This is an optimization exercise on Yosys and OpenROAD, whose aim is small area and a short achievable clock period, not a production implementation.

==> inputs of run a <==
## Two_neuron
module Two_neuron (clk,reset,enable,wgt1,wgt2,inp,out_vector);
Settings: LEC_CHECK=0, CAP_MARGIN=20, CORE_MARGIN=2, CORE_UTILIZATION=40, GPL_TIMING_DRIVEN=0, SLEW_MARGIN=20, SYNTH_HIERARCHICAL=1, SYNTH_MINIMUM_KEEP_SIZE=0; clock period 25.0 ns.
standard.sh (not shown) runs the stock make flow with config.mk's settings and CLKGATE_MAP_FILE= SYNTH_SCRIPT=/design/flow/synth_recipe.tcl, a recipe that flattens the netlist after the stock synthesis.
==> flow/flow/run.sh <==
#!/bin/bash
# The standard layout (the standard.sh, unchanged synthesis), with every input and
# output port buffered by a sky130_fd_sc_hd__buf_2 instead of the resizer's default pick.
set -e
export BUFFER_PORTS_ARGS="-buffer_cell sky130_fd_sc_hd__buf_2"
bash standard.sh > standard.log 2>&1
==> inputs of run b, as changes to run a <==
--- a/flow/design.v
+++ b/flow/design.v
@@ -46,12 +46,20 @@
         reg [8:0] t;
         begin
             t = {1'b0, ~lo} + 9'd4;
             sig_sel = neg ? sig_neg(~hi_all | t[8], t[7:4]) : sig_pos(hi_any, lo[7:4]);
         end
     endfunction
+    function automatic [4:0] sig_out;
+        input [7:0] r;
+        reg [3:0] mn;
+        begin
+            mn = ~r[4:1] + {3'b000, r[0]};
+            sig_out = r[7] ? sig_neg(~r[5] | (r[4:1] == 4'd0 & r[0]), mn) : sig_pos(r[6], r[4:1]);
+        end
+    endfunction
     function automatic [5:0] sig_pre;
         input neg;
         input hi_any;
         input hi_all;
         input [7:0] lo;
         reg [8:0] t;
@@ -783,13 +791,13 @@
     HSEL hsel_6 (.neg(pp[18]), .pv(pv), .hn(hn), .hp(hp), .h(h_6));
     wire h34_6 = h_6[3] | h_6[4];
     wire [4:0] h_7;
     HSEL hsel_7 (.neg(pp[18]), .pv(pv), .hn(hn), .hp(hp), .h(h_7));
     wire h34_7 = h_7[3] | h_7[4];
     reg [14:0] zs0;
-    reg [5:0] o0;      
+    reg [7:0] o0;      
     wire [14:0] zt0 = clr ? 15'h0000 : zs0;
     wire m0_1, m0_2, m0_3, m0_4, m0_5, m0_6, m0_7, m0_8, m0_9, m0_10, m0_11, m0_12, m0_13, m0_14, m0_15, m0_16;
     wire m0_17, m0_18, m0_19, m0_20, m0_21, m0_22, m0_23, m0_24, m0_25, m0_26, m0_27, m0_28, m0_29, m0_30, m0_31, m0_32;
     wire m0_33, m0_34, m0_35, m0_36, m0_37, m0_38, m0_39, m0_40, m0_41, m0_42, m0_43, m0_44, m0_45, m0_46, m0_47, m0_48;
     wire m0_49, m0_50, m0_51, m0_52, m0_53, m0_54, m0_55, m0_56, m0_57, m0_58, m0_59;
     FA u_m0_1 (.a(zt0[1]), .b((h_0[0] & pw[1])), .c((h_0[1] & pw[0])), .s(m0_1), .co(m0_2));
@@ -826,18 +834,18 @@
     assign m0_57 = ~(zt0[13] ^ m0_56);
     assign m0_58 = zt0[13] | m0_56;
     assign m0_59 = ~(zt0[14] ^ m0_58);
     wire [14:0] zn0 = {m0_59, m0_57, m0_55, m0_53, m0_51, m0_44, m0_43, m0_37, m0_24, m0_18, m0_12, m0_11, m0_5, m0_1, zt0[0]} + {1'b0, 1'b0, 1'b0, m0_52, 1'b0, m0_47, m0_38, 1'b0, m0_29, m0_23, m0_17, 1'b0, 1'b0, 1'b0, (h_0[0] & pw[0])};
     always @(posedge clk) begin
         zs0 <= zn0;
-        if (reset) o0 <= 6'd0;
-        else if (full) o0 <= sig_pre(zn0[14], |zn0[13:8], &zn0[13:8], zn0[7:0]);
+        if (reset) o0 <= 8'd0;
+        else if (full) o0 <= {zn0[14], |zn0[13:8], &zn0[13:8], zn0[7:4], ~|zn0[3:2]};
     end
-    assign out_vector[7:0] = {3'b000, o0[5] ? sig_neg(o0[4], o0[3:0]) : sig_pos(o0[4], o0[3:0])};
+    assign out_vector[7:0] = {3'b000, sig_out(o0)};
     reg [14:0] zs1;
-    reg [5:0] o1;      
+    reg [7:0] o1;      
     wire [14:0] zt1 = clr ? 15'h0000 : zs1;
     wire m1_1, m1_2, m1_3, m1_4, m1_5, m1_6, m1_7, m1_8, m1_9, m1_10, m1_11, m1_12, m1_13, m1_14, m1_15, m1_16;
     wire m1_17, m1_18, m1_19, m1_20, m1_21, m1_22, m1_23, m1_24, m1_25, m1_26, m1_27, m1_28, m1_29, m1_30, m1_31, m1_32;
     wire m1_33, m1_34, m1_35, m1_36, m1_37, m1_38, m1_39, m1_40, m1_41, m1_42, m1_43, m1_44, m1_45, m1_46, m1_47, m1_48;
     wire m1_49, m1_50, m1_51, m1_52, m1_53, m1_54, m1_55, m1_56, m1_57, m1_58, m1_59;
     FA u_m1_1 (.a(zt1[1]), .b((h_1[0] & pw[9])), .c((h_1[1] & pw[8])), .s(m1_1), .co(m1_2));
@@ -874,18 +882,18 @@
     assign m1_57 = ~(zt1[13] ^ m1_56);
     assign m1_58 = zt1[13] | m1_56;
     assign m1_59 = ~(zt1[14] ^ m1_58);
     wire [14:0] zn1 = {m1_59, m1_57, m1_55, m1_53, m1_51, m1_44, m1_43, m1_37, m1_24, m1_18, m1_12, m1_11, m1_5, m1_1, zt1[0]} + {1'b0, 1'b0, 1'b0, m1_52, 1'b0, m1_47, m1_38, 1'b0, m1_29, m1_23, m1_17, 1'b0, 1'b0, 1'b0, (h_1[0] & pw[8])};
     always @(posedge clk) begin
         zs1 <= zn1;
-        if (reset) o1 <= 6'd0;
-        else if (full) o1 <= sig_pre(zn1[14], |zn1[13:8], &zn1[13:8], zn1[7:0]);
+        if (reset) o1 <= 8'd0;
+        else if (full) o1 <= {zn1[14], |zn1[13:8], &zn1[13:8], zn1[7:4], ~|zn1[3:2]};
     end
-    assign out_vector[15:8] = {3'b000, o1[5] ? sig_neg(o1[4], o1[3:0]) : sig_pos(o1[4], o1[3:0])};
+    assign out_vector[15:8] = {3'b000, sig_out(o1)};
     reg [14:0] zs2;
-    reg [5:0] o2;      
+    reg [7:0] o2;      
     wire [14:0] zt2 = clr ? 15'h0000 : zs2;
     wire m2_1, m2_2, m2_3, m2_4, m2_5, m2_6, m2_7, m2_8, m2_9, m2_10, m2_11, m2_12, m2_13, m2_14, m2_15, m2_16;
     wire m2_17, m2_18, m2_19, m2_20, m2_21, m2_22, m2_23, m2_24, m2_25, m2_26, m2_27, m2_28, m2_29, m2_30, m2_31, m2_32;
     wire m2_33, m2_34, m2_35, m2_36, m2_37, m2_38, m2_39, m2_40, m2_41, m2_42, m2_43, m2_44, m2_45, m2_46, m2_47, m2_48;
     wire m2_49, m2_50, m2_51, m2_52, m2_53, m2_54, m2_55, m2_56, m2_57, m2_58, m2_59;
     FA u_m2_1 (.a(zt2[1]), .b((h_2[0] & pw[17])), .c((h_2[1] & pw[16])), .s(m2_1), .co(m2_2));
@@ -922,18 +930,18 @@
     assign m2_57 = ~(zt2[13] ^ m2_56);
     assign m2_58 = zt2[13] | m2_56;
     assign m2_59 = ~(zt2[14] ^ m2_58);
     wire [14:0] zn2 = {m2_59, m2_57, m2_55, m2_53, m2_51, m2_44, m2_43, m2_37, m2_24, m2_18, m2_12, m2_11, m2_5, m2_1, zt2[0]} + {1'b0, 1'b0, 1'b0, m2_52, 1'b0, m2_47, m2_38, 1'b0, m2_29, m2_23, m2_17, 1'b0, 1'b0, 1'b0, (h_2[0] & pw[16])};
     always @(posedge clk) begin
         zs2 <= zn2;
-        if (reset) o2 <= 6'd0;
-        else if (full) o2 <= sig_pre(zn2[14], |zn2[13:8], &zn2[13:8], zn2[7:0]);
+        if (reset) o2 <= 8'd0;
+        else if (full) o2 <= {zn2[14], |zn2[13:8], &zn2[13:8], zn2[7:4], ~|zn2[3:2]};
     end
-    assign out_vector[23:16] = {3'b000, o2[5] ? sig_neg(o2[4], o2[3:0]) : sig_pos(o2[4], o2[3:0])};
+    assign out_vector[23:16] = {3'b000, sig_out(o2)};
     reg [14:0] zs3;
-    reg [5:0] o3;      
+    reg [7:0] o3;      
     wire [14:0] zt3 = clr ? 15'h0000 : zs3;
     wire m3_1, m3_2, m3_3, m3_4, m3_5, m3_6, m3_7, m3_8, m3_9, m3_10, m3_11, m3_12, m3_13, m3_14, m3_15, m3_16;
     wire m3_17, m3_18, m3_19, m3_20, m3_21, m3_22, m3_23, m3_24, m3_25, m3_26, m3_27, m3_28, m3_29, m3_30, m3_31, m3_32;
     wire m3_33, m3_34, m3_35, m3_36, m3_37, m3_38, m3_39, m3_40, m3_41, m3_42, m3_43, m3_44, m3_45, m3_46, m3_47, m3_48;
     wire m3_49, m3_50, m3_51, m3_52, m3_53, m3_54, m3_55, m3_56, m3_57, m3_58, m3_59;
     FA u_m3_1 (.a(zt3[1]), .b((h_3[0] & pw[25])), .c((h_3[1] & pw[24])), .s(m3_1), .co(m3_2));
@@ -970,18 +978,18 @@
     assign m3_57 = ~(zt3[13] ^ m3_56);
     assign m3_58 = zt3[13] | m3_56;
     assign m3_59 = ~(zt3[14] ^ m3_58);
     wire [14:0] zn3 = {m3_59, m3_57, m3_55, m3_53, m3_51, m3_44, m3_43, m3_37, m3_24, m3_18, m3_12, m3_11, m3_5, m3_1, zt3[0]} + {1'b0, 1'b0, 1'b0, m3_52, 1'b0, m3_47, m3_38, 1'b0, m3_29, m3_23, m3_17, 1'b0, 1'b0, 1'b0, (h_3[0] & pw[24])};
     always @(posedge clk) begin
         zs3 <= zn3;
-        if (reset) o3 <= 6'd0;
-        else if (full) o3 <= sig_pre(zn3[14], |zn3[13:8], &zn3[13:8], zn3[7:0]);
+        if (reset) o3 <= 8'd0;
+        else if (full) o3 <= {zn3[14], |zn3[13:8], &zn3[13:8], zn3[7:4], ~|zn3[3:2]};
     end
-    assign out_vector[31:24] = {3'b000, o3[5] ? sig_neg(o3[4], o3[3:0]) : sig_pos(o3[4], o3[3:0])};
+    assign out_vector[31:24] = {3'b000, sig_out(o3)};
     reg [14:0] zs4;
-    reg [5:0] o4;      
+    reg [7:0] o4;      
     wire [14:0] zt4 = clr ? 15'h0000 : zs4;
     wire m4_1, m4_2, m4_3, m4_4, m4_5, m4_6, m4_7, m4_8, m4_9, m4_10, m4_11, m4_12, m4_13, m4_14, m4_15, m4_16;
     wire m4_17, m4_18, m4_19, m4_20, m4_21, m4_22, m4_23, m4_24, m4_25, m4_26, m4_27, m4_28, m4_29, m4_30, m4_31, m4_32;
     wire m4_33, m4_34, m4_35, m4_36, m4_37, m4_38, m4_39, m4_40, m4_41, m4_42, m4_43, m4_44, m4_45, m4_46, m4_47, m4_48;
     wire m4_49, m4_50, m4_51, m4_52, m4_53, m4_54, m4_55, m4_56, m4_57, m4_58, m4_59;
     FA u_m4_1 (.a(zt4[1]), .b((h_4[0] & pw[33])), .c((h_4[1] & pw[32])), .s(m4_1), .co(m4_2));
@@ -1018,18 +1026,18 @@
     assign m4_57 = ~(zt4[13] ^ m4_56);
     assign m4_58 = zt4[13] | m4_56;
     assign m4_59 = ~(zt4[14] ^ m4_58);
     wire [14:0] zn4 = {m4_59, m4_57, m4_55, m4_53, m4_51, m4_44, m4_43, m4_37, m4_24, m4_18, m4_12, m4_11, m4_5, m4_1, zt4[0]} + {1'b0, 1'b0, 1'b0, m4_52, 1'b0, m4_47, m4_38, 1'b0, m4_29, m4_23, m4_17, 1'b0, 1'b0, 1'b0, (h_4[0] & pw[32])};
     always @(posedge clk) begin
         zs4 <= zn4;
-        if (reset) o4 <= 6'd0;
-        else if (full) o4 <= sig_pre(zn4[14], |zn4[13:8], &zn4[13:8], zn4[7:0]);
+        if (reset) o4 <= 8'd0;
+        else if (full) o4 <= {zn4[14], |zn4[13:8], &zn4[13:8], zn4[7:4], ~|zn4[3:2]};
     end
-    assign out_vector[39:32] = {3'b000, o4[5] ? sig_neg(o4[4], o4[3:0]) : sig_pos(o4[4], o4[3:0])};
+    assign out_vector[39:32] = {3'b000, sig_out(o4)};
     reg [14:0] zs5;
-    reg [5:0] o5;      
+    reg [7:0] o5;      
     wire [14:0] zt5 = clr ? 15'h0000 : zs5;
     wire m5_1, m5_2, m5_3, m5_4, m5_5, m5_6, m5_7, m5_8, m5_9, m5_10, m5_11, m5_12, m5_13, m5_14, m5_15, m5_16;
     wire m5_17, m5_18, m5_19, m5_20, m5_21, m5_22, m5_23, m5_24, m5_25, m5_26, m5_27, m5_28, m5_29, m5_30, m5_31, m5_32;
     wire m5_33, m5_34, m5_35, m5_36, m5_37, m5_38, m5_39, m5_40, m5_41, m5_42, m5_43, m5_44, m5_45, m5_46, m5_47, m5_48;
     wire m5_49, m5_50, m5_51, m5_52, m5_53, m5_54, m5_55, m5_56, m5_57, m5_58, m5_59;
     FA u_m5_1 (.a(zt5[1]), .b((h_5[0] & pw[41])), .c((h_5[1] & pw[40])), .s(m5_1), .co(m5_2));
@@ -1066,18 +1074,18 @@
     assign m5_57 = ~(zt5[13] ^ m5_56);
     assign m5_58 = zt5[13] | m5_56;
     assign m5_59 = ~(zt5[14] ^ m5_58);
     wire [14:0] zn5 = {m5_59, m5_57, m5_55, m5_53, m5_51, m5_44, m5_43, m5_37, m5_24, m5_18, m5_12, m5_11, m5_5, m5_1, zt5[0]} + {1'b0, 1'b0, 1'b0, m5_52, 1'b0, m5_47, m5_38, 1'b0, m5_29, m5_23, m5_17, 1'b0, 1'b0, 1'b0, (h_5[0] & pw[40])};
     always @(posedge clk) begin
         zs5 <= zn5;
-        if (reset) o5 <= 6'd0;
-        else if (full) o5 <= sig_pre(zn5[14], |zn5[13:8], &zn5[13:8], zn5[7:0]);
+        if (reset) o5 <= 8'd0;
+        else if (full) o5 <= {zn5[14], |zn5[13:8], &zn5[13:8], zn5[7:4], ~|zn5[3:2]};
     end
-    assign out_vector[47:40] = {3'b000, o5[5] ? sig_neg(o5[4], o5[3:0]) : sig_pos(o5[4], o5[3:0])};
+    assign out_vector[47:40] = {3'b000, sig_out(o5)};
     reg [14:0] zs6;
-    reg [5:0] o6;      
+    reg [7:0] o6;      
     wire [14:0] zt6 = clr ? 15'h0000 : zs6;
     wire m6_1, m6_2, m6_3, m6_4, m6_5, m6_6, m6_7, m6_8, m6_9, m6_10, m6_11, m6_12, m6_13, m6_14, m6_15, m6_16;
     wire m6_17, m6_18, m6_19, m6_20, m6_21, m6_22, m6_23, m6_24, m6_25, m6_26, m6_27, m6_28, m6_29, m6_30, m6_31, m6_32;
     wire m6_33, m6_34, m6_35, m6_36, m6_37, m6_38, m6_39, m6_40, m6_41, m6_42, m6_43, m6_44, m6_45, m6_46, m6_47, m6_48;
     wire m6_49, m6_50, m6_51, m6_52, m6_53, m6_54, m6_55, m6_56, m6_57, m6_58, m6_59;
     FA u_m6_1 (.a(zt6[1]), .b((h_6[0] & pw[49])), .c((h_6[1] & pw[48])), .s(m6_1), .co(m6_2));
@@ -1114,18 +1122,18 @@
     assign m6_57 = ~(zt6[13] ^ m6_56);
     assign m6_58 = zt6[13] | m6_56;
     assign m6_59 = ~(zt6[14] ^ m6_58);
     wire [14:0] zn6 = {m6_59, m6_57, m6_55, m6_53, m6_51, m6_44, m6_43, m6_37, m6_24, m6_18, m6_12, m6_11, m6_5, m6_1, zt6[0]} + {1'b0, 1'b0, 1'b0, m6_52, 1'b0, m6_47, m6_38, 1'b0, m6_29, m6_23, m6_17, 1'b0, 1'b0, 1'b0, (h_6[0] & pw[48])};
     always @(posedge clk) begin
         zs6 <= zn6;
-        if (reset) o6 <= 6'd0;
-        else if (full) o6 <= sig_pre(zn6[14], |zn6[13:8], &zn6[13:8], zn6[7:0]);
+        if (reset) o6 <= 8'd0;
+        else if (full) o6 <= {zn6[14], |zn6[13:8], &zn6[13:8], zn6[7:4], ~|zn6[3:2]};
     end
-    assign out_vector[55:48] = {3'b000, o6[5] ? sig_neg(o6[4], o6[3:0]) : sig_pos(o6[4], o6[3:0])};
+    assign out_vector[55:48] = {3'b000, sig_out(o6)};
     reg [14:0] zs7;
-    reg [5:0] o7;      
+    reg [7:0] o7;      
     wire [14:0] zt7 = clr ? 15'h0000 : zs7;
     wire m7_1, m7_2, m7_3, m7_4, m7_5, m7_6, m7_7, m7_8, m7_9, m7_10, m7_11, m7_12, m7_13, m7_14, m7_15, m7_16;
     wire m7_17, m7_18, m7_19, m7_20, m7_21, m7_22, m7_23, m7_24, m7_25, m7_26, m7_27, m7_28, m7_29, m7_30, m7_31, m7_32;
     wire m7_33, m7_34, m7_35, m7_36, m7_37, m7_38, m7_39, m7_40, m7_41, m7_42, m7_43, m7_44, m7_45, m7_46, m7_47, m7_48;
     wire m7_49, m7_50, m7_51, m7_52, m7_53, m7_54, m7_55, m7_56, m7_57, m7_58, m7_59;
     FA u_m7_1 (.a(zt7[1]), .b((h_7[0] & pw[57])), .c((h_7[1] & pw[56])), .s(m7_1), .co(m7_2));
@@ -1162,11 +1170,11 @@
     assign m7_57 = ~(zt7[13] ^ m7_56);
     assign m7_58 = zt7[13] | m7_56;
     assign m7_59 = ~(zt7[14] ^ m7_58);
     wire [14:0] zn7 = {m7_59, m7_57, m7_55, m7_53, m7_51, m7_44, m7_43, m7_37, m7_24, m7_18, m7_12, m7_11, m7_5, m7_1, zt7[0]} + {1'b0, 1'b0, 1'b0, m7_52, 1'b0, m7_47, m7_38, 1'b0, m7_29, m7_23, m7_17, 1'b0, 1'b0, 1'b0, (h_7[0] & pw[56])};
     always @(posedge clk) begin
         zs7 <= zn7;
-        if (reset) o7 <= 6'd0;
-        else if (full) o7 <= sig_pre(zn7[14], |zn7[13:8], &zn7[13:8], zn7[7:0]);
+        if (reset) o7 <= 8'd0;
+        else if (full) o7 <= {zn7[14], |zn7[13:8], &zn7[13:8], zn7[7:4], ~|zn7[3:2]};
     end
-    assign out_vector[63:56] = {3'b000, o7[5] ? sig_neg(o7[4], o7[3:0]) : sig_pos(o7[4], o7[3:0])};
+    assign out_vector[63:56] = {3'b000, sig_out(o7)};
 endmodule
Settings changed: GPL_TIMING_DRIVEN 0 to default.
==> inputs of run c, as changes to run a <==
Settings changed: GPL_TIMING_DRIVEN 0 to default.
==> results_dict.tcl <==
set metrics [dict create \
    outcome "finished clean" \
    min-delay-start "cnt[1]" \
    finalNetCount 4708 \
    met1_length_um 40600 \
    std_cell_rows 108 \
]
-- figures above: run a

==> results_dict.tcl <==
set metrics [dict create \
    outcome "finished clean" \
    finalNetCount 4698 \
    power_density_nw_per_um2 126 \
    std_cell_rows 109 \
    min-delay-start "cnt[2]" \
]
-- figures above: run b

==> results_dict.tcl <==
set metrics [dict create \
    outcome "finished clean" \
    grt_first_pass_wirelength_um 157000 \
    met1_length_um 41300 \
    crit_end "o7[0]" \
    finalNetCount 4609 \
    stdcell_count 4742 \
    min-delay-start "cnt[1]" \
    cts_resized 0 \
]
-- figures above: run c

No functional check of the RTL was part of any run of this note.

==> separate check: timing with driven ports <==
Ports are ideal in the flow. The routed layouts listed here were re-timed in OpenROAD. Step 1, drivers: a clkbuf_16 drives clk and a buf_2 each remaining input, both assumed. Step 2 moves the port delays by t, midway between the first and last clock arrival at a register: inputs arrive t later, outputs are due t later. That takes back most of the time a late clock gives input paths. Three values: ideal, step 1, step 2; two values: the first two.
run | shift t [ns] | setup WS [ns] | worst setup path after step 2 | clock arrival spread, ns | worst data-port slew with drivers (ns)
run a | 0.599 | 16.024 / 16.054 / 15.455 | input to register | 0.015 / 0.015 | 0.14
run b | 0.619 | 16.321 / 16.321 / 15.820 | input to register | 0.033 / 0.033 | 0.15
run c | 0.627 | 16.300 / 16.300 / 15.734 | input to register | 0.033 / 0.033 | 0.15
After both steps setup and hold are still met in every run listed. For run a, which loses most, drivers alone change the setup slack by +0.030 ns; drivers and shift together by -0.569 ns.
